Source: an optimization exercise on an open RTL-to-GDS flow (aim: small area, a short achievable clock period and few clock cycles per item). Production flows keep margins and buffers that such runs may drop. Where RTL was checked, it was by simulation tests only, not by an equivalence proof against the original. Power and IR drop assume default switching activity.

== v6 ==
==> flow/design.v <==
module divisor_secuencial #(
    parameter N = 32
) (
    input  logic             clk,
    input  logic             rst,
    input  logic             valid,
    input  logic [N-1:0]     A,
    input  logic [N-1:0]     B,
    output logic [N-1:0]     Q,
    output logic [N-1:0]     R,
    output logic             done,
    output logic             error
);
    logic [N-1:0] x_reg;     
    logic [N-1:0] d_reg;     
    logic [N-1:0] q_reg;     
    logic [4:0]   cnt;       
    logic         err_reg;
    logic s_align, s_step, s_done;
    logic idle, quick;
    assign idle  = !(s_align || s_step || s_done);
    assign quick = s_align && s_done;
    function automatic logic [5:0] lzc32(input logic [31:0] v);
        logic [15:0] z1;  logic [15:0] c1;         
        logic [7:0]  z2;  logic [15:0] c2;         
        logic [3:0]  z3;  logic [11:0] c3;         
        logic [1:0]  z4;  logic [7:0]  c4;         
        for (int i = 0; i < 16; i++) begin
            z1[i] = !(v[2*i+1] || v[2*i]);
            c1[i] = !v[2*i+1];
        end
        for (int i = 0; i < 8; i++) begin
            z2[i] = z1[2*i+1] && z1[2*i];
            c2[2*i+:2] = z1[2*i+1] ? {1'b1, c1[2*i]} : {1'b0, c1[2*i+1]};
        end
        for (int i = 0; i < 4; i++) begin
            z3[i] = z2[2*i+1] && z2[2*i];
            c3[3*i+:3] = z2[2*i+1] ? {1'b1, c2[4*i+:2]} : {1'b0, c2[4*i+2+:2]};
        end
        for (int i = 0; i < 2; i++) begin
            z4[i] = z3[2*i+1] && z3[2*i];
            c4[4*i+:4] = z3[2*i+1] ? {1'b1, c3[6*i+:3]} : {1'b0, c3[6*i+3+:3]};
        end
        lzc32 = {z4[1] && z4[0], z4[1] ? {1'b1, c4[3:0]} : {1'b0, c4[7:4]}};
    endfunction
    logic [5:0] lz_a, lz_b;
    logic [4:0] shamt;
    always_ff @(posedge clk) begin
        lz_a <= lzc32(A);
        lz_b <= lzc32(B);
    end
    assign shamt = lz_b[4:0] - lz_a[4:0];
    logic [N-1:0] d_shift;
    always_comb begin
        logic [N-1:0] t;
        logic [4:0]   s;
        s = s_align ? shamt : 5'd0;
        if (!s_align)
            t = d_reg >> 1;
        else if (s[0])
            t = d_reg << 1;
        else
            t = d_reg;
        if (s[1]) t = t << 2;
        if (s[2]) t = t << 4;
        if (s[3]) t = t << 8;
        if (s[4]) t = t << 16;
        d_shift = t;
    end
    logic [N-1:0] b_above;       
    logic         a_short;
    always_comb begin
        b_above[N-1] = 1'b0;
        for (int i = N - 2; i >= 0; i--)
            b_above[i] = b_above[i+1] || B[i+1];
    end
    assign a_short = !(|(A & ~b_above)) && (b_above[0] || B[0]);
    logic [N-1:0] diff;
    logic         ge;
    assign diff = x_reg - d_reg;
    assign ge   = x_reg >= d_reg;        
    assign Q     = q_reg;
    assign R     = x_reg;
    assign done  = s_done;
    assign error = err_reg;
    always_ff @(posedge clk or posedge rst) begin
        if (rst) begin
            s_align <= 1'b0;
            s_step  <= 1'b0;
            s_done  <= 1'b0;
        end else begin
            s_align <= idle && valid;
            s_step  <= (s_align && !quick && ge && !lz_b[5]) || (s_step && cnt != '0);
            s_done  <= (idle && valid && a_short) ||
                       (s_align && !quick && (!ge || lz_b[5])) || (s_step && cnt == '0);
        end
    end
    always_ff @(posedge clk) begin
        if (idle)
            x_reg <= A;
        else if (s_step && ge)
            x_reg <= diff;
        if (idle)
            d_reg <= B;
        else
            d_reg <= d_shift;
        if (s_step)
            q_reg <= {q_reg[N-2:0], ge};
        else
            q_reg <= '0;
        if (s_align)
            cnt <= shamt;
        else
            cnt <= cnt - 1'b1;
        err_reg <= !idle && lz_b[5];
    end
endmodule
export LEC_CHECK = 0
export CAP_MARGIN = 20
export CORE_MARGIN = 2
export CORE_UTILIZATION = 40
export PLACE_DENSITY = 0.6
export SLEW_MARGIN = 20
create_clock -name core_clock -period 10.0 [get_ports {clk}]
standard.sh (not shown) runs the stock make flow with config.mk's settings and CLKGATE_MAP_FILE= SYNTH_SCRIPT=/design/flow/synth_recipe.tcl, a recipe that flattens the netlist after the stock synthesis.
==> flow/flow/run.sh <==
#!/bin/bash
# The standard layout (standard.sh), with changes to how it is made only:
#  - the ports are buffered with sky130_fd_sc_hd__buf_2 instead of the resizer's default pick;
#  - The clock tree is built from sky130_fd_sc_hd__clkbuf_8.
#  - repair_timing aims for extra setup slack at the design's 10 ns clock.
# The SDC, the clock period and everything else are the standard flow's own.
bash standard.sh "BUFFER_PORTS_ARGS=-buffer_cell sky130_fd_sc_hd__buf_2" SETUP_SLACK_MARGIN=6.9 CTS_BUF_LIST=sky130_fd_sc_hd__clkbuf_8 finish > standard.log 2>&1
Testbench counts of v6, summed over its fixed seeds: cycles 30,393, items 3,600.
What v7 does differently from v6 at the input level:
-- flow/design.v --
<<< v6, line 68
        d_shift = t;
    end
    logic [N-1:0] b_above;       
    logic         a_short;
    always_comb begin
        b_above[N-1] = 1'b0;
        for (int i = N - 2; i >= 0; i--)
            b_above[i] = b_above[i+1] || B[i+1];
    end
    assign a_short = !(|(A & ~b_above)) && (b_above[0] || B[0]);
    logic [N-1:0] diff;
    logic         ge;
>>> v7, line 68
        d_shift = t;
    end
    logic [N-1:0] a_from, b_from;    
    logic         a_short;
    always_comb begin
        a_from[N-1] = A[N-1];
        b_from[N-1] = B[N-1];
        for (int i = N - 2; i >= 0; i--) begin
            a_from[i] = a_from[i+1] || A[i];
            b_from[i] = b_from[i+1] || B[i];
        end
    end
    assign a_short = |(b_from & ~a_from);
    logic [N-1:0] diff;
    logic         ge;
## What came out
Post-place instance area down about 1% in v7 wrt v6. A highest-delay cell along the critical path of sky130_fd_sc_hd__or4_4 is what v7 shows, while sky130_fd_sc_hd__edfxtp_1 belongs to v6. From v6 to v7 the numbers moved as follows: number of global-route vias before repair down 177; final cell count decreased 1.3%; final worst-path setup slack shrank by 620 ps; layout overhead on the synthesized area now sits higher; total power grew by about 5.3%. Diff v6 -> v7: power consumed by sequential cells lost about 2%, synthesized cell area lost about 1.6%, first-iteration DRC count lost 17%, design area picked up an extra 3.7%. Compared with v6, in v7 combinational power higher; biggest cell delay along the critical path higher.
For v7, only the layout was checked, not whether the RTL still works.

[port drivers added, routing unchanged]
Ports are ideal in the flow. The routed layouts listed here were re-timed in OpenROAD. Step 1 assumes that a clkbuf_16 drives the clock port and a buf_2 every other input. Step 2 times the ports against the registers' clock, not the clock port: input delays grow and output delays shrink by t, the midpoint of the rising clock arrivals with the driver on. a / b / c = ideal / step 1 / step 2; a / b = the first two.
| run | shift t [ns] | setup slack, ns | hold WS [ns] | worst data-port slew with drivers (ns) | cell pins on the clock port's net |
|---|---|---|---|---|---|
| v6 | 0.516 | 6.927 / 6.889 / 6.443 | 0.460 / 0.460 / 0.460 | 0.04 | 1 |
| v7 | 0.504 | 6.306 / 6.302 / 5.798 | 0.454 / 0.454 / 0.454 | 0.06 | 1 |
After both steps every run listed still meets setup and hold. The setup slack of v7, which loses most, moves by -0.004 ns with the drivers and by -0.508 ns with both steps.
